What follows belongs to an exercise in optimizing a design on an open flow for small area; a production flow would make more cautious choices.
Only simulation tests tie the RTL to the original design; equivalence was not proved.
Power and IR drop assume default switching activity.

--- design/flow/flow/run.sh ---
#!/bin/bash
# Standard layout (the standard.sh, unchanged synthesis and steps), with
# clock tree synthesis told not to add dummy load cells for skew balancing.
set -euo pipefail
export CTS_ARGS="-sink_clustering_enable -repair_clock_nets -sink_clustering_size 22 -sink_clustering_max_diameter 35 -buf_list sky130_fd_sc_hd__clkbuf_8 -dont_use_dummy_load"
bash standard.sh finish > standard.log 2>&1
--- design/flow/standard.sh ---
#!/bin/bash
# synth_recipe.tcl (not shown) runs the flow's synth.tcl, then flattens the netlist and writes it again
# the make line also repeats each setting of config.mk as NAME=value (left out here)
make -C /OpenROAD-flow-scripts/flow DESIGN_CONFIG=/design/flow/config.mk WORK_HOME=/design/flow/orfs CLKGATE_MAP_FILE= SYNTH_SCRIPT=/design/flow/synth_recipe.tcl "${@:-finish}"
--- design/flow/config.mk ---
export PLATFORM = sky130hd
export DESIGN_NAME = i2c_Slave
export DESIGN_NICKNAME = i2c_Slave
export VERILOG_FILES = /design/flow/design.v
export SDC_FILE = /design/flow/constraint.sdc
export NUM_CORES = 4
export LEC_CHECK = 0
export CAP_MARGIN = 20
export CORE_MARGIN = 2
export CORE_UTILIZATION = 70
export CTS_BUF_LIST = sky130_fd_sc_hd__clkbuf_8
export CTS_CLUSTER_DIAMETER = 35
export CTS_CLUSTER_SIZE = 22
export SLEW_MARGIN = 20
--- design/flow/constraint.sdc ---
create_clock -name core_clock -period 10.0 [get_ports {clk}]
set_input_delay 2.0000 -clock core_clock [delete_from_list [all_inputs] [get_ports {clk}]]
set_output_delay 2.0000 -clock core_clock [all_outputs]
set_load 0.01 [all_outputs]
--- design/flow/design.v ---
module i2c_Slave (
    input scl,
    input clk,
    input rst,
    input sda_i,
    output sda_oe,
    output busy,
    output reg ack_err,
    output reg done
);
    reg [1023:0] m;       
    reg [4:0] c;          
    reg fl;               
    reg pw;               
    reg [6:0] a7;         
    reg rw;               
    reg [6:0] addr;       
    reg [7:0] din;        
    reg oe;               
    reg [3:0] bitcnt;
    reg [2:0] state;
    localparam IDLE = 0, READ_ADDR = 1, SEND_ACK1 = 2, SEND_DATA = 3,
               MASTER_ACK = 4, READ_DATA = 5, SEND_ACK2 = 6,
               DETECT_STOP = 7;
    assign busy = (state != IDLE);
    assign sda_oe = oe;
    wire [4:0] cn = c + 1;
    wire hit = pw && (addr[3:0] == cn[3:0]);
    reg [7:0] sel;
    reg [7:0] wdn [0:7];   
    integer r, p;
    always @(*) begin
        for (r = 0; r < 8; r = r + 1) begin
            sel[r] = fl || (hit && addr[6:4] == r);
            wdn[r] = (fl ? {1'b0, r[2:0], cn[3:0]} : din) ^ {8{!cn[4]}};
        end
    end
    always @(posedge clk) begin
        for (r = 0; r < 8; r = r + 1) begin
            for (p = 15; p > 0; p = p - 1)
                m[(r*16+p)*8 +: 8] <= m[(r*16+p-1)*8 +: 8];
            m[(r*16)*8 +: 8] <= ~((m[(r*16+15)*8 +: 8] | {8{sel[r]}}) &
                                  (wdn[r] | {8{!sel[r]}}));
        end
    end
    always @(posedge clk) begin
        if (rst) begin
            c <= 0;
            fl <= 1;
        end else begin
            c <= cn;
            if (c[3:0] == 15)
                fl <= 0;
        end
    end
    wire [2:0] rr = a7[6:4];
    wire [3:0] x = a7[3:0];
    wire [3:0] cl = c[3:0];
    wire [1:0] q4 = cl[3:2] - x[3:2];       
    wire at4 = (cl[1:0] == x[1:0]);
    wire inv4 = c[4] ^ (cl < {q4, 2'b00});
    wire q8 = cl[3] ^ x[3];                 
    wire at8 = (cl[2:0] == x[2:0]);
    wire inv8 = c[4] ^ (q8 && !cl[3]);
    wire at16 = (cl == x);
    wire inv16 = c[4];
    reg [7:0] nxt;
    always @(*) begin
        nxt = din;
        if (at4) begin
            nxt[7] = m[({rr, q4, 2'b00}) * 8 + 7] ^ inv4;
            nxt[6] = m[({rr, q4, 2'b00}) * 8 + 6] ^ inv4;
        end
        if (at8)
            for (p = 2; p < 6; p = p + 1)
                nxt[p] = m[({rr, q8, 3'b000}) * 8 + p] ^ inv8;
        if (at16)
            for (p = 0; p < 2; p = p + 1)
                nxt[p] = m[({rr, 4'b0000}) * 8 + p] ^ inv16;
    end
    reg sda_prev;
    reg scl_prev;
    always @(posedge clk) begin
        if (rst) begin
            sda_prev <= 1;
            scl_prev <= 1;
        end else begin
            sda_prev <= sda_i;
            scl_prev <= scl;
        end
    end
    wire start_condition = (sda_prev == 1 && sda_i == 0 && scl_prev && scl);
    wire stop_condition  = (sda_prev == 0 && sda_i == 1 && scl_prev && scl);
    wire scl_rise = !scl_prev && scl;
    wire scl_fall = scl_prev && !scl;
    wire shift_din = !start_condition && !(stop_condition && state != IDLE) &&
                     state == READ_DATA && !bitcnt[3] && scl_rise;
    always @(posedge clk) begin
        if (shift_din)
            din <= {din[6:0], sda_i};
        else if (state != READ_DATA && !pw)
            din <= nxt;
    end
    always @(posedge clk) begin
        if (rst) begin
            state <= IDLE;
            oe <= 0;
            pw <= 0;
            ack_err <= 0;
            done <= 0;
        end else begin
            done <= 0;
            if (hit)
                pw <= 0;
            if (start_condition) begin
                state <= READ_ADDR;
                bitcnt <= 0;
                oe <= 0;
            end else if (stop_condition && state != IDLE) begin
                done <= (state == DETECT_STOP);
                oe <= 0;
                state <= IDLE;
            end else begin
                case (state)
                    READ_ADDR: begin
                        if (!bitcnt[3]) begin
                            if (scl_rise) begin
                                if (bitcnt[2:0] == 7)
                                    rw <= sda_i;
                                else
                                    a7 <= {a7[5:0], sda_i};
                                bitcnt <= bitcnt + 1;
                            end
                        end else if (scl_fall) begin
                            addr <= a7;
                            state <= SEND_ACK1;
                            oe <= 1;
                            bitcnt <= 0;
                        end
                    end
                    SEND_ACK1: begin
                        if (scl_fall) begin
                            if (rw) begin
                                oe <= !din[7];
                                state <= SEND_DATA;
                            end else begin
                                oe <= 0;
                                state <= READ_DATA;
                            end
                        end
                    end
                    READ_DATA: begin
                        if (!bitcnt[3]) begin
                            if (scl_rise)
                                bitcnt <= bitcnt + 1;
                        end else if (scl_fall) begin
                            pw <= 1;
                            state <= SEND_ACK2;
                            bitcnt <= 0;
                            oe <= 1;
                        end
                    end
                    SEND_ACK2: begin
                        if (scl_fall) begin
                            oe <= 0;
                            state <= DETECT_STOP;
                        end
                    end
                    SEND_DATA: begin
                        if (scl_fall) begin
                            if (bitcnt == 7) begin
                                bitcnt <= 0;
                                oe <= 0;
                                state <= MASTER_ACK;
                            end else begin
                                oe <= !din[6 - bitcnt];
                                bitcnt <= bitcnt + 1;
                            end
                        end
                    end
                    MASTER_ACK: begin
                        if (scl_rise) begin
                            ack_err <= (sda_i == 0) ? 1 : 0;
                            state <= DETECT_STOP;
                        end
                    end
                    default: begin
                    end
                endcase
            end
        end
    end
endmodule
==> impl.org, run 1 <==
** STA
- Post-route setup slack :: 5820 ps
- Max-slew violation total from the final report :: 0
- The final count of hold timing violations came to 0.
- For the pin with the worst max-slew slack, the measured transition is roughly 1100 ps.
- RSZ-0062 raised after global routing :: false
- Relative max-transition margin :: 0.261
- Crit share post-route :: 0.418
- Between clock sinks in the finished design, the worst skew comes to about 75 ps.
- Fmax :: about 0.24 GHz
- Setup violations remaining at the end of the flow were counted as 0.
- Tmin final :: 4180 ps
- In the final timing run, aggregate negative setup slack is 0 ps.

** Detailed routing
- Summing over every cut layer, the via total after detailed routing is 9,936.
- Total DRC errors in the routed layout :: 0
- Detailed-route wire length per cell :: 17.2 um
- In this run the remaining antenna-violating nets after routing total 0.
- The first TritonRoute pass finished after 4 iterations.
- WL met2 :: approximately 15,000 um
- For this block, the routed nets add up to approximately 35,000 um of wire.
- The highest layer touched by signal routing is met4.
- After the first detailed-routing iteration, the DRC count stood at 414.
- Met3 wire len :: approximately 1300 um
- Vias/cell :: slightly below 5
- The detailed router put a total of approximately 18,000 um of wire on met1.

** Clock network
- In this run, CTS created clock tree buffers numbering between 100 and 150.
- TritonCTS built the clock tree.
- Hold bufs inserted after CTS :: 0
- Count of H-tree levels built during CTS :: 3
- Insertion delay of the later-clocked pin in the worst-skew pair :: 670 ps
- Once the clock tree was built, the setup fixing pass inserted 0 buffers.
- The tree built by TritonCTS fans out to ~1.1k sinks.
- After clock tree synthesis, the clock-pin slew on the worst setup and hold paths is roughly 110 ps.
- Largest buffer count on any clock path :: 3
- The tree is rooted in a sky130_fd_sc_hd__clkbuf_8.
- Cts repair resizes :: 0

** Worst setup path
- Biggest cell delay along the critical path :: approximately 700 ps
- Maximum fanout encountered on the critical timing path :: 18
- Among cell families on the critical path, the largest total delay comes from flip-flops.
- Critical setup path kind :: reg2out
- Required time of the worst setup path :: about 8000 ps
- STA puts the critical path data arrival time at approximately 2200 ps.
- Ordered cell list for the critical path :: nor2_1 -> nand2_1 -> clkdlybuf4s50_1
- The worst setup path is captured at an output pin.
- STA classifies the critical path startpoint as a flop.
- The slowest stage of the critical path is the sky130_fd_sc_hd__dfxtp_1 cell.
- Together, buffers and inverters on the worst path number 1.

** Logic synthesis
- Yosys mapped the design onto between 50 and 60 distinct sky130hd cell types.
- Area of the mapped netlist :: between 20,000 and 25,000 um^2
- Asr flop ratio synth :: 0
- The synthesized design contains 27 enable-type register cells.
- The complex-gate fraction of the synthesized area came to 0.0202.
- Multiplexer fraction of the synthesized cell area :: 0.0628
- Adder-cell area share of the yosys netlist :: 0.00383
- Simple-Gate Fraction of Synth Area :: 0.0271
- Counting every net in the synthesized netlist gives about 1.5k.
- Number of synthesis warnings :: 2
- Synthesized-area fraction occupied by xor and xnor cells :: 0.0109
- Share of the yosys chip area belonging to registers :: 0.869
- Flip-flop and latch count after synthesis :: approximately 1.1k
- Most common flop cell mapped by yosys :: sky130_fd_sc_hd__dfxtp_1
- In the synthesized netlist, the number of instances is about 1.5k.
- Averaged over all synthesized cells, the footprint is about 17 um^2.
- Main combinational cell family by area after synthesis :: multiplexers

** Global route
- Maximum number of pins on one net before global-route repair :: 41
- Sum of overflow across all layers after global routing :: 0
- Global-route wire length before repair :: 53,600 um
- Antenna violations before repair :: 0
- All-layer global routing usage :: 0.195
- The via count of the first global-routing pass came to 9,956.

** Power
- In this run the power spent charging and discharging nets is ~0.0014 W.
- Internal power comes to 0.00545 W.
- Leakage power :: approximately 11 nW
- The worst-case IR drop observed on VDD is about 0.20 mV.
- Of the total power, the clock network draws 0.309.
- Share of total power in sequential cells :: 0.671
- Power Dens Cells :: about 250 nW/um^2
- Switching fraction of total power :: 0.199
- Comb power frac :: 0.020

** Floorplan
- The die covers 37,000 um^2.
- The floorplan step defined a core boundary enclosing roughly 35,000 um^2.
- Die Ht :: approximately 190 um
- Initial core utilization :: 0.704
- The floorplan has 69 rows.
- Die Wd :: approximately 190 um
- I/O pin count :: 8

** Hold path
- Classification of the worst-slack hold path :: reg2reg

** Run
- Max-cap violations in this run came to 0.

** Placement
- Before CTS, the worst setup slack after placement is about 5300 ps.
- Port Buffer Count :: 7
- The wire-length estimate of the detail-placed layout is 20,700 um.
- Routability Congestion :: roughly 0.8

** Cells and area
- Layout Area Growth over Synthesis :: 8.14%
- Diode insertion count for antenna repair :: 0
- In the final layout, the share of cells above drive strength 1 is 0.103.
- After the last flow step, the layout net total stands at ~1.6k.
- Highest-count cells in the layout ignoring fill and taps :: sky130_fd_sc_hd__dfxtp_1 (1,039), sky130_fd_sc_hd__clkbuf_8 (102), sky130_fd_sc_hd__mux2i_1 (85)
- Leaving out fill and tap cells, the most frequent cell in the layout is sky130_fd_sc_hd__dfxtp_1.

** Run status
- The run finished with no timing, DRC or antenna violations.
final timing paths:
path	startpoint	end	slack, ps	cells after the start
max	state[1]	busy	5820	3
max reg2reg	c[0]	m[384]	6910	6
min reg2reg	m[8]	m[16]	280	0
min	m[8]	m[16]	280	0
worst reg2reg max path: cells and delay by family (launching register included):
kind	cells	cell delay, ps
AND/OR/NAND/NOR	1	720
XOR/XNOR	2	570
multiplexers	1	280
adder cells (fa/ha/maj)	1	270
AO/OA/AOI/OAI	1	700
flip-flops	1	390
cell usage after synthesis (all sizes together), types with 4 or more instances:
| library cell | number | area share |
|---|---|---|
| nand2b | 9 | 0.0023 |
| nand2 | 30 | 0.0045 |
| o21ai | 13 | 0.0026 |
| mux2i | 85 | 0.034 |
| ha | 6 | 0.0030 |
| a211oi | 4 | 0.0012 |
| buf | 12 | 0.0021 |
| nand3 | 14 | 0.0028 |
| xor2 | 13 | 0.0046 |
| nor2 | 30 | 0.0045 |
| inv | 9 | 0.0014 |
| nor3 | 11 | 0.0022 |
| and2 | 4 | 0.0010 |
| nor2b | 16 | 0.0040 |
| a31oi | 8 | 0.0035 |
| a21oi | 17 | 0.0034 |
| clkbuf | 16 | 0.0024 |
| edfxtp | 27 | 0.033 |
| dfxtp | 1039 | 0.84 |
| xnor2 | 17 | 0.0063 |
| mux4 | 31 | 0.028 |
area by class of cell:
class | count | area, um^2
flip-flops and latches | 1066 | 21600
fillers | 2112 | 8430
multi-input cells | 354 | 3110
clock buffers | 102 | 1400
well taps | 461 | 577
repair buffers | 17 | 145
inverters | 9 | 33.8
power groups by stage:
stage          clock [W]  combinational (W)  sequential [W]
3_5_place_dp           0           0.000134         0.00466
2_1_floorplan          0           0.000109         0.00461
6_report         0.00210           0.000135         0.00456
3_3_place_gp           0           0.000131         0.00465
4_1_cts          0.00217           0.000135         0.00457
5_1_grt          0.00232           0.000150         0.00459
routing by layer:
layer / GRT usage / up-vias
met5: 0 / -
met4: 0.0843 / 0
met3: 0.0466 / 74
met2: 0.280 / 174
met1: 0.285 / 4761
li1: - / 4927
cell families after synthesis:
| kind of cell | count (synthesis) |
|---|---|
| buffers and inverters | 37 |
| AO/OA/AOI/OAI | 68 |
| multiplexers | 117 |
| flip-flops | 1066 |
| XOR/XNOR | 30 |
| AND/OR/NAND/NOR | 132 |
| adder cells (fa/ha/maj) | 7 |
registers in the layout, indices dropped and copies added, names as in the netlist, 3 cells and up:
| register | flops |
|---|---|
| din | 8 |
| a7 | 7 |
| addr | 7 |
| c | 5 |
| state | 3 |
| m | 1024 |
| bitcnt | 4 |
through the flow:
stage / instance area [um^2] / cells / util / hold WS [ps] / total power [W]
after floorplan: 24900 / 1457 / - / 310 / 0.00472
after global placement: 25500 / 1907 / 0.721 / 310 / 0.00478
after detailed placement: 25500 / 1907 / 0.722 / 312 / 0.00479
after CTS: 26900 / 2009 / 0.761 / 284 / 0.00687
after global routing: 26900 / 2009 / 0.761 / 287 / 0.00706
final: 26900 / 2009 / 0.761 / 285 / 0.00680
==> inputs of run 2 (changes only) <==
==> design/flow/flow/run.sh (replaced) <==
#!/bin/bash
# Standard layout (the standard.sh, unchanged synthesis and steps), with
# clock tree synthesis told not to add dummy load cells for skew balancing.
set -euo pipefail
export CTS_ARGS="-sink_clustering_enable -repair_clock_nets -sink_clustering_size 30 -sink_clustering_max_diameter 35 -buf_list sky130_fd_sc_hd__clkbuf_16 -dont_use_dummy_load"
bash standard.sh finish > standard.log 2>&1
--- a/design/flow/config.mk
+++ b/design/flow/config.mk
@@ -9,6 +9,6 @@
 export CORE_MARGIN = 2
 export CORE_UTILIZATION = 70
-export CTS_BUF_LIST = sky130_fd_sc_hd__clkbuf_8
+export CTS_BUF_LIST = sky130_fd_sc_hd__clkbuf_16
 export CTS_CLUSTER_DIAMETER = 35
-export CTS_CLUSTER_SIZE = 22
+export CTS_CLUSTER_SIZE = 30
 export SLEW_MARGIN = 20
==> impl.org, run 2 <==
** Detailed routing
- The mean routed wirelength per cell came to 19.8 um (+15%).
- Via count :: 10.2k (+2.4%)
- Vias/cell :: 5.07 (+2.4%)
- Total DRC errors in the routed layout :: 0 (unchanged)
- The starting DRC count in detailed routing came to 448 (+8.2%).
- The post-route antenna net violation count was 0 (unchanged).
- Detailed-route wire length :: 39,800 um (+15%)
- The first-pass detailed-route iteration total is 5 (+1).

** Logic synthesis
- Area fraction of the dominant cell type after synthesis :: 0.837 (unchanged)
- Number of instances in the synthesized netlist :: 1,457 (unchanged)
- Share of the yosys chip area belonging to registers :: 0.869 (unchanged)
- Counting instances in the post-synthesis netlist gives the leading cell types as sky130_fd_sc_hd__dfxtp_1 (1,039), sky130_fd_sc_hd__mux2i_1 (85), sky130_fd_sc_hd__mux4_2 (31), sky130_fd_sc_hd__nand2_1 (30), sky130_fd_sc_hd__nor2_1 (30).
- Synth unique cells :: 52 (unchanged)
- The count of yosys warnings during synthesis came to 2 (unchanged).
- Among all flip-flop cells after synthesis, the most frequent one is sky130_fd_sc_hd__dfxtp_1.
- Summed over all instances, the cell type with the most area after synthesis is sky130_fd_sc_hd__dfxtp_1.
- Flip-flop and latch count after synthesis :: 1,066 (unchanged)
- Total nets after synthesis :: 1,468 (unchanged)
- Number of synthesized flops with an enable pin :: 27 (unchanged)
- sky130_fd_sc_hd__dfxtp_1 is the most common cell in the netlist.
- The share of flip-flops with an asynchronous set or reset is 0 (unchanged).
- Largest cells by area after synthesis :: sky130_fd_sc_hd__dfxtp_1 (84%), sky130_fd_sc_hd__mux2i_1 (3.4%), sky130_fd_sc_hd__edfxtp_1 (3.3%)
- The post-synthesis instance area came to 24,900 um^2 (unchanged).
- Post-Synthesis Mean Instance Area :: 17.1 um^2 (unchanged)

** Cells and area
- Total Nets Final :: 1,561 (unchanged)
- Area of all placed cells without fillers :: 28,000 um^2 (+4.3%)
- The final instance count without filler cells is 2,009 (unchanged).
- In the final layout, the registers with the most flip-flops are m x1024, din x8.
- Largest register FFs :: 1,024 (unchanged)
- Diode insertion count for antenna repair :: 0 (unchanged)
- The library cell used most frequently in the layout, excluding fill and tap cells, is sky130_fd_sc_hd__dfxtp_1.
- Fraction of layout cells with a size suffix above 1 :: 0.103 (unchanged)
- The library cells used most frequently in the layout, excluding fill and tap cells, are sky130_fd_sc_hd__dfxtp_1 (1,039), sky130_fd_sc_hd__clkbuf_16 (102), sky130_fd_sc_hd__mux2i_1 (85).
- The area growth from synthesis to layout is 12.8%.
- Final cell utilization of the core :: 0.794 (+0.0328)
- More flip-flops sit in one register than any other, and that register is m.

** Global route
- Global-route wire length before repair :: 60,900 um (+13%)
- Antenna violations before repair :: 0 (unchanged)
- Global-route met3 utilization :: 0.0456 (-0.000909)
- Met1 Resource Use GR :: 0.310 (+0.0252)
- The maximum number of pins on one net before global-route repair was 41 (unchanged).
- The met2 track demand over resource in global routing is 0.350 (+0.0701).
- The layer flagged by global routing as most heavily used is met2.
- Via count of the first global-routing pass :: 10.8k (+8.3%)
- The total global-route track usage came to 0.223 (+0.0284).
- Sum of overflow across all layers after global routing :: 0 (unchanged)

** Clock network
- Hold bufs inserted after CTS :: 0 (unchanged)
- The cell sitting at the root of the clock tree is a sky130_fd_sc_hd__clkbuf_16.
- The insertion delay to the later sink of the worst-skew pair was 630 ps (-40 ps).
- The largest buffer count on any clock path came to 3 (unchanged).
- The number of cells upsized or downsized after cts came to 0 (unchanged).
- Clock input transition at the sequential cells of the worst setup and hold paths :: 50 ps (-60 ps)
- Count of clock tree sinks :: 1,066 (unchanged)
- TritonCTS built the clock tree.
- Number of buffers inserted by post-CTS setup repair :: 0 (unchanged)
- The number of clock buffers inserted by TritonCTS is 102 (unchanged).
- Count of H-tree levels built during CTS :: 3 (unchanged)

** Worst setup path
- The worst register-to-register path begins at c[0].
- The highest net fanout along the worst path is 18 (unchanged).
- Critical Path Start Type :: flop
- Required time of the worst setup path :: 8000 ps (about the same)
- The critical path is of the reg2out type.
- The stage delay of the slowest cell on the critical path was 690 ps (about the same).
- Cell with the largest stage delay on the worst path :: sky130_fd_sc_hd__dfxtp_1
- Critical Path End Type :: output pin
- Crit Reg-Reg Endpoint :: m[512]
- Data arrival at the endpoint of the critical path :: 2150 ps (-30 ps)
- Register-to-Register Path Depth :: 7 (+1)
- Reg2reg setup slack :: 6880 ps (-30 ps)
- The signal on the critical path passes through nor2_1 -> nand2_1 -> clkdlybuf4s50_1.

** Power
- Leakage power :: 11.1 nW (+5.0%)
- The power density over the cells came to 281 nW/um^2 (+11%).
- The worst-case vdd ir drop came to 0.231 mV (+15%).
- The power share of the sequential group was 0.582 (-0.089).
- The fraction of power consumed by combinational cells was 0.018 (-0.002).
- The share of power burned in the clock network came to 0.400 (+0.091).
- The power spent charging and discharging nets is 0.00154 W (+14%).
- Switching fraction of total power :: 0.196 (-0.00308)
- Int Pwr :: 0.00633 W (+16%)

** STA
- The final number of max-transition violations is 0 (unchanged).
- The shortest clock period the worst path allows after layout was 4150 ps (-34.4 ps).
- The slew of the pin with the lowest slew margin was 1110 ps (-0.0562 ps).
- The worst hold slack across all endpoints was 288 ps (+2.86 ps).
- The final setup violation count is 0 (unchanged).
- The aggregate negative setup slack is 0 ps (unchanged).
- The relative max-transition margin came to 0.256 (-0.00527).
- Worst clock skew on the final layout :: 56.4 ps (-18.3 ps)
- Setup repair after global routing left no endpoint under its margin.
- Crit share post-route :: 0.415 (-0.00344)
- The maximum clock frequency is 0.241 GHz (+0.83%).
- Final Hold Fails :: 0 (unchanged)

** Placement
- The number of buffer cells added on primary ports came to 7 (unchanged).
- Routability Congestion :: 0.818 (unchanged)
- Dpl hpwl :: 20,700 um (unchanged)
- Instance count after placement with tap cells included :: 1,907 (unchanged)
- The instance area at placement was 25,500 um^2 (unchanged).

** Run
- The number of violations of the max-capacitance limit is 0 (unchanged).

** Floorplan
- The initial cell density of the core is 0.704 (unchanged).
- The die area came to 37,000 um^2 (unchanged).
- I/O pin count :: 8 (unchanged)
- Die Wd :: 192 um (unchanged)
- Area of the core :: 35,300 um^2 (unchanged)
- The die boundary height came to 192 um (unchanged).
- The count of standard-cell rows came to 69 (unchanged).

** Hold path
- Min-Delay Path Depth :: 0 (unchanged)
- Worst Min Path Start :: m[1004]
- For hold timing, the worst endpoint is m[1012].
- The path class of the tightest hold or removal check is reg2reg.

** Run status
- The run finished with no timing, DRC or antenna violations.
run 2: area by class of cell:
type / count / area, um^2
flip-flops and latches: 1066 / 21600
fillers: 1838 / 7270
multi-input cells: 354 / 3120
clock buffers: 102 / 2550
well taps: 461 / 577
repair buffers: 17 / 145
inverters: 9 / 33.8
run 2: worst max-delay path by stage:
stage | startpoint | end | slack, ps
CTS | state[1] | busy | 5870
finish | state[1] | busy | 5850
global route | state[1] | busy | 5680
global placement | sda_i | a7[5] | 5390
floorplan | scl | a7[0] | 6170
detailed placement | sda_i | a7[4] | 5330
run 2: metrics by stage:
stage	total power (W)	worst slack, ps
3_3_place_gp	0.00478	5390
2_1_floorplan	0.00472	6170
4_1_cts	0.00793	5870
3_5_place_dp	0.00479	5330
5_1_grt	0.00811	5680
6_report	0.00787	5850
run 2: critical path, delay by kind of cell, from the launching register on:
kind,cells,cell delay (ps)
buf+inv,1,530
simple gates,2,350
flops,1,690
run 2: cell families (layout without fill, tap and decap cells):
group | Yosys count | in the layout | synth area share
adders and majority gates | 7 | 7 | 0.00383
and+or+nand+nor | 132 | 132 | 0.0271
DFF | 1066 | 1066 | 0.869
buffers and inverters | 37 | 128 | 0.00584
xor gates and xnor gates | 30 | 30 | 0.0109
muxes | 117 | 117 | 0.0628
AOI/OAI and AO/OA | 68 | 68 | 0.0202
run 2: per-layer routing:
layer	wire (um)	share of wire	up-vias
met1	18900	0.47	4977
met3	1370	0.034	72
met4	1030	0.026	0
li1	-	-	4939
met5	0	0	-
met2	18500	0.47	188
run 2: power groups by stage:
stage               clock network, W  registers [W]  logic, W
global placement                   0        0.00465  0.000131
finish                       0.00315        0.00458  0.000138
global route                 0.00336        0.00460  0.000152
CTS                          0.00321        0.00459  0.000138
floorplan                          0        0.00461  0.000109
detailed placement                 0        0.00466  0.000134
==> inputs of run 3 (changes only) <==
==> design/flow/flow/run.sh (replaced) <==
#!/bin/bash
# Standard layout (the standard.sh, unchanged synthesis and steps), with
# clock tree synthesis told not to add dummy load cells for skew balancing,
# and the port buffers made with the smallest buffer cell.
set -euo pipefail
export CTS_ARGS="-sink_clustering_enable -repair_clock_nets -sink_clustering_size 12 -sink_clustering_max_diameter 40 -buf_list sky130_fd_sc_hd__clkbuf_4 -dont_use_dummy_load"
export BUFFER_PORTS_ARGS="-buffer_cell sky130_fd_sc_hd__buf_1"
bash standard.sh finish > standard.log 2>&1
--- a/design/flow/config.mk
+++ b/design/flow/config.mk
@@ -9,6 +9,6 @@
 export CORE_MARGIN = 2
 export CORE_UTILIZATION = 70
-export CTS_BUF_LIST = sky130_fd_sc_hd__clkbuf_16
-export CTS_CLUSTER_DIAMETER = 35
-export CTS_CLUSTER_SIZE = 30
+export CTS_BUF_LIST = sky130_fd_sc_hd__clkbuf_4
+export CTS_CLUSTER_DIAMETER = 40
+export CTS_CLUSTER_SIZE = 12
 export SLEW_MARGIN = 20
==> impl.org, run 3 <==
** Global route
- Most used routing layer in global routing :: met1
- The met3 track demand over resource in global routing is 0.0431 (-0.00255).
- Antenna violations before repair :: 2 (+2)
- Maximum number of pins on one net before global-route repair :: 30 (-27%)
- All-layer global routing usage :: 0.192 (-0.0318)
- The met2 track demand over resource in global routing came to 0.274 (-0.0764).
- The via count of the first global-routing pass came to 9,829 (-8.8%).
- The met1 track utilization from global routing was 0.286 (-0.0242).
- Global-route wire length before repair :: 52,800 um (-13%)
- The residual overflow from global routing came to 0 (unchanged).

** Worst setup path
- The highest net fanout along the worst path came to 14 (-4).
- The flop-to-flop setup slack is 6890 ps (about the same).
- The number of buffers and inverters on the critical path is 2 (+1).
- The critical path data arrival time is 1940 ps (-210 ps).
- Critical Path End Type :: output pin
- Broken down by cell family, the worst path's largest delay share belongs to flip-flops.
- Traced cell by cell, the critical path runs through inv_1 -> nand2_1 -> buf_1.
- Required time of the worst setup path :: 8000 ps (about the same)
- Among all stages on the critical path, the largest delay is contributed by sky130_fd_sc_hd__dfxtp_1.
- Critical setup path kind :: reg2out
- STA classifies the critical path startpoint as a flop.
- The stage delay of the slowest cell on the critical path came to 650 ps (-40 ps).

** Floorplan
- I/O pin count :: 8 (unchanged)
- The die boundary height was 192 um (unchanged).
- The initial cell density of the core was 0.704 (unchanged).
- The placeable core area came to 35,300 um^2 (unchanged).
- Area of the die :: 37,000 um^2 (unchanged)
- The x dimension of the die is 192 um (unchanged).
- The count of standard-cell rows is 69 (unchanged).

** Cells and area
- The multi-input combinational cell area was 3110 um^2 (-0.28%).
- Total Nets Final :: 1,561 (unchanged)
- Flip-flop and latch area :: 21,600 um^2 (unchanged)
- The share of post-route cells with drive strength above 1 is 0.103 (+0.000646).
- From synthesis to final layout, the design area changed by 5.43%.
- Largest registers :: m x1024, din x8
- The number of fill cells in the layout was 2,223 (+21%).
- Highest-count cells in the layout ignoring fill and taps :: sky130_fd_sc_hd__dfxtp_1 (1,039), sky130_fd_sc_hd__clkbuf_4 (102), sky130_fd_sc_hd__mux2i_1 (85)
- The cell area after layout is 26,200 um^2 (-6.5%).
- Most flops, register :: m
- Most common library cell in the layout ignoring fill and taps :: sky130_fd_sc_hd__dfxtp_1
- The number of flip-flops under the largest register name came to 1,024 (unchanged).

** Hold path
- The worst hold path belongs to the class reg2reg.

** Clock network
- The insertion delay to the later sink of the worst-skew pair came to 780 ps (+150 ps).
- Clock input transition at the sequential cells of the worst setup and hold paths :: 120 ps (+70 ps)
- TritonCTS built the clock tree.
- Number of buffers inserted by post-CTS setup repair :: 0 (unchanged)
- The H-tree depth came to 3 (unchanged).
- Clock buffer count from CTS :: 102 (unchanged)
- Clock tree synthesis selected as its root buffer the cell sky130_fd_sc_hd__clkbuf_4.
- The quantity of hold-fixing buffers added after cts came to 0 (unchanged).
- The largest buffer count on any clock path was 3 (unchanged).
- The number of cells upsized or downsized after cts is 0 (unchanged).
- Count of clock tree sinks :: 1,066 (unchanged)

** Logic synthesis
- The fraction of post-synthesis cell area in the top cell type by area came to 0.837 (unchanged).
- Area of the mapped netlist :: 24,900 um^2 (unchanged)
- The average footprint of a synthesized cell came to 17.1 um^2 (unchanged).
- The post-synthesis sequential element count was 1,066 (unchanged).
- Post-synth top cells :: sky130_fd_sc_hd__dfxtp_1 (1,039), sky130_fd_sc_hd__mux2i_1 (85), sky130_fd_sc_hd__mux4_2 (31), sky130_fd_sc_hd__nand2_1 (30), sky130_fd_sc_hd__nor2_1 (30)
- The most used flip-flop cell after synthesis is sky130_fd_sc_hd__dfxtp_1.
- Asr flop ratio synth :: 0 (unchanged)
- The count of distinct cell types in the synthesized netlist was 52 (unchanged).
- Largest cells by area after synthesis :: sky130_fd_sc_hd__dfxtp_1 (84%), sky130_fd_sc_hd__mux2i_1 (3.4%), sky130_fd_sc_hd__edfxtp_1 (3.3%)
- Total nets after synthesis :: 1,468 (unchanged)
- The number of standard cells after synthesis is 1,457 (unchanged).
- Share of the yosys chip area belonging to registers :: 0.869 (unchanged)
- The number of flops mapped to enable cells by yosys is 27 (unchanged).
- By instance count, the leading cell after synthesis is sky130_fd_sc_hd__dfxtp_1.
- Of all cell types, the one taking the most synthesized area is sky130_fd_sc_hd__dfxtp_1.
- Number of synthesis warnings :: 2 (unchanged)

** STA
- The setup clock skew after layout came to 65.8 ps (+9.41 ps).
- Crit share post-route :: 0.394 (-0.0210)
- Worst hold margin :: 290 ps (+1.98 ps)
- The final count of hold timing violations was 0 (unchanged).
- The slew of the pin with the lowest slew margin was 1190 ps (+82.7 ps).
- Tmin final :: 3940 ps (-210 ps)
- Setup repair after global routing left no endpoint under its margin.
- Max-slew violation total from the final report :: 0 (unchanged)
- The setup slack after layout was 6060 ps (+210 ps).
- Total of endpoints with negative setup slack in the final report :: 0 (unchanged)
- The aggregate negative setup slack was 0 ps (unchanged).
- The maximum clock frequency came to 0.254 GHz (+5.3%).
- The relative max-transition margin came to 0.203 (-0.0523).

** Detailed routing
- The average via count per standard cell was 5.00 (-1.4%).
- Violation count after the first detailed-routing iteration :: 430 (-4.0%)
- The mean routed wirelength per cell is 16.9 um (-15%).
- Detailed-route wire length :: 34,100 um (-14%)
- The DRC violations left was 0 (unchanged).
- The first-pass detailed-route iteration total was 5 (unchanged).
- Via count :: 10.0k (-1.3%)
- Number of nets still failing antenna checks after routing :: 0 (unchanged)

** Placement
- Dpl hpwl :: 20,700 um (+0.26%)
- The number of buffer cells added on primary ports is 7 (unchanged).
- Placement Setup Slack :: 5650 ps (+322 ps)
- Dpl cell area :: 25,400 um^2 (-0.17%)
- Routability Congestion :: 0.835 (+2.2%)

** Power
- Power Dens Cells :: 240 nW/um^2 (-15%)
- Total design power :: 0.00628 W (-20%)
- The worst-case vdd ir drop is 0.169 mV (-27%).
- The static power due to leakage is 10.3 nW (-7.3%).

** Run
- The number of violations of the max-capacitance limit came to 0 (unchanged).

** Run status
- The flow ran to the end and the layout has no timing, DRC or antenna violations.
run 3: cell type report:
class | count | share of cell area
Sequential cell | 1066 | 0.825
Multi-Input combinational cell | 354 | 0.119
Clock buffer | 102 | 0.0292
Tap cell | 461 | 0.0220
Timing Repair Buffer | 17 | 0.00387
Inverter | 9 | 0.00129
Antenna cell | 2 | 0.000191
run 3: worst register-to-register path, delay by kind of cell (launching register included):
| family | cells | cell delay (ps) |
|---|---|---|
| flip-flops | 1 | 430 |
| AO/OA/AOI/OAI | 1 | 80 |
| buffers and inverters | 1 | 120 |
| XOR/XNOR | 1 | 150 |
| multiplexers | 2 | 1020 |
| adder cells (fa/ha/maj) | 1 | 1050 |
run 3: routing by layer:
metal,up-vias,part of all wire
met5,-,0
met3,72,0.041
met2,185,0.42
met1,4812,0.51
li1,4976,-
met4,0,0.027
run 3: logic make-up after synthesis:
| family | count (synthesis) | synth area share |
|---|---|---|
| buffers and inverters | 37 | 0.00584 |
| xor gates and xnor gates | 30 | 0.0109 |
| DFF | 1066 | 0.869 |
| muxes | 117 | 0.0628 |
| AOI/OAI and AO/OA | 68 | 0.0202 |
| and+or+nand+nor | 132 | 0.0271 |
| adders and majority gates | 7 | 0.00383 |
run 3: worst paths after layout:
check	start	endpoint	depth (start not counted)
max reg2reg	c[3]	din[2]	6
max	state[2]	busy	3
min	m[307]	m[315]	0
min reg2reg	m[307]	m[315]	0
run 3: where the power goes:
group	internal [W]	leakage, nW	total, W	switching, W
clock network	0.000471	0.469	0.00160	0.00112
logic	0.0000557	1.08	0.000130	0.0000739
registers	0.00448	8.74	0.00456	0.0000794
run 3: metrics by stage:
| stage | util | std cells |
|---|---|---|
| finish | 0.742 | 2011 |
| global route | 0.742 | 2011 |
| CTS | 0.742 | 2009 |
| detailed placement | 0.720 | 1907 |
| global placement | 0.720 | 1907 |
| floorplan | - | 1457 |

-- separate check: timing with driven ports --
No port has a modelled driver above. Below, the same layouts with a new extraction and two added sets of constraints. Step 1 assumes that a clkbuf_16 drives the clock port and a buf_2 every other input. Step 2 moves the port delays by t, midway between the first and last clock arrival at a register: inputs arrive t later, outputs are due t later. That takes back most of the time a late clock gives input paths. Slacks: ideal ports / drivers / drivers and shift; pairs: ideal ports / drivers.
| run | t (ns) | setup WS [ns] | worst setup path after step 2 | latest minus earliest clock arrival (ns) | worst slew at a driven data input, ns |
|---|---|---|---|---|---|
| run 1 | 0.684 | 5.816 / 5.766 / 5.276 | input to register | 0.075 / 0.075 | 0.03 |
| run 2 | 0.647 | 5.850 / 5.799 / 5.265 | input to register | 0.061 / 0.061 | 0.03 |
| run 3 | 0.813 | 6.060 / 6.011 / 5.591 | input to register | 0.106 / 0.106 | 0.03 |
After both steps setup and hold are still met in every run listed. The setup slack of run 2, which loses most, moves by -0.051 ns with the drivers and by -0.585 ns with both steps.
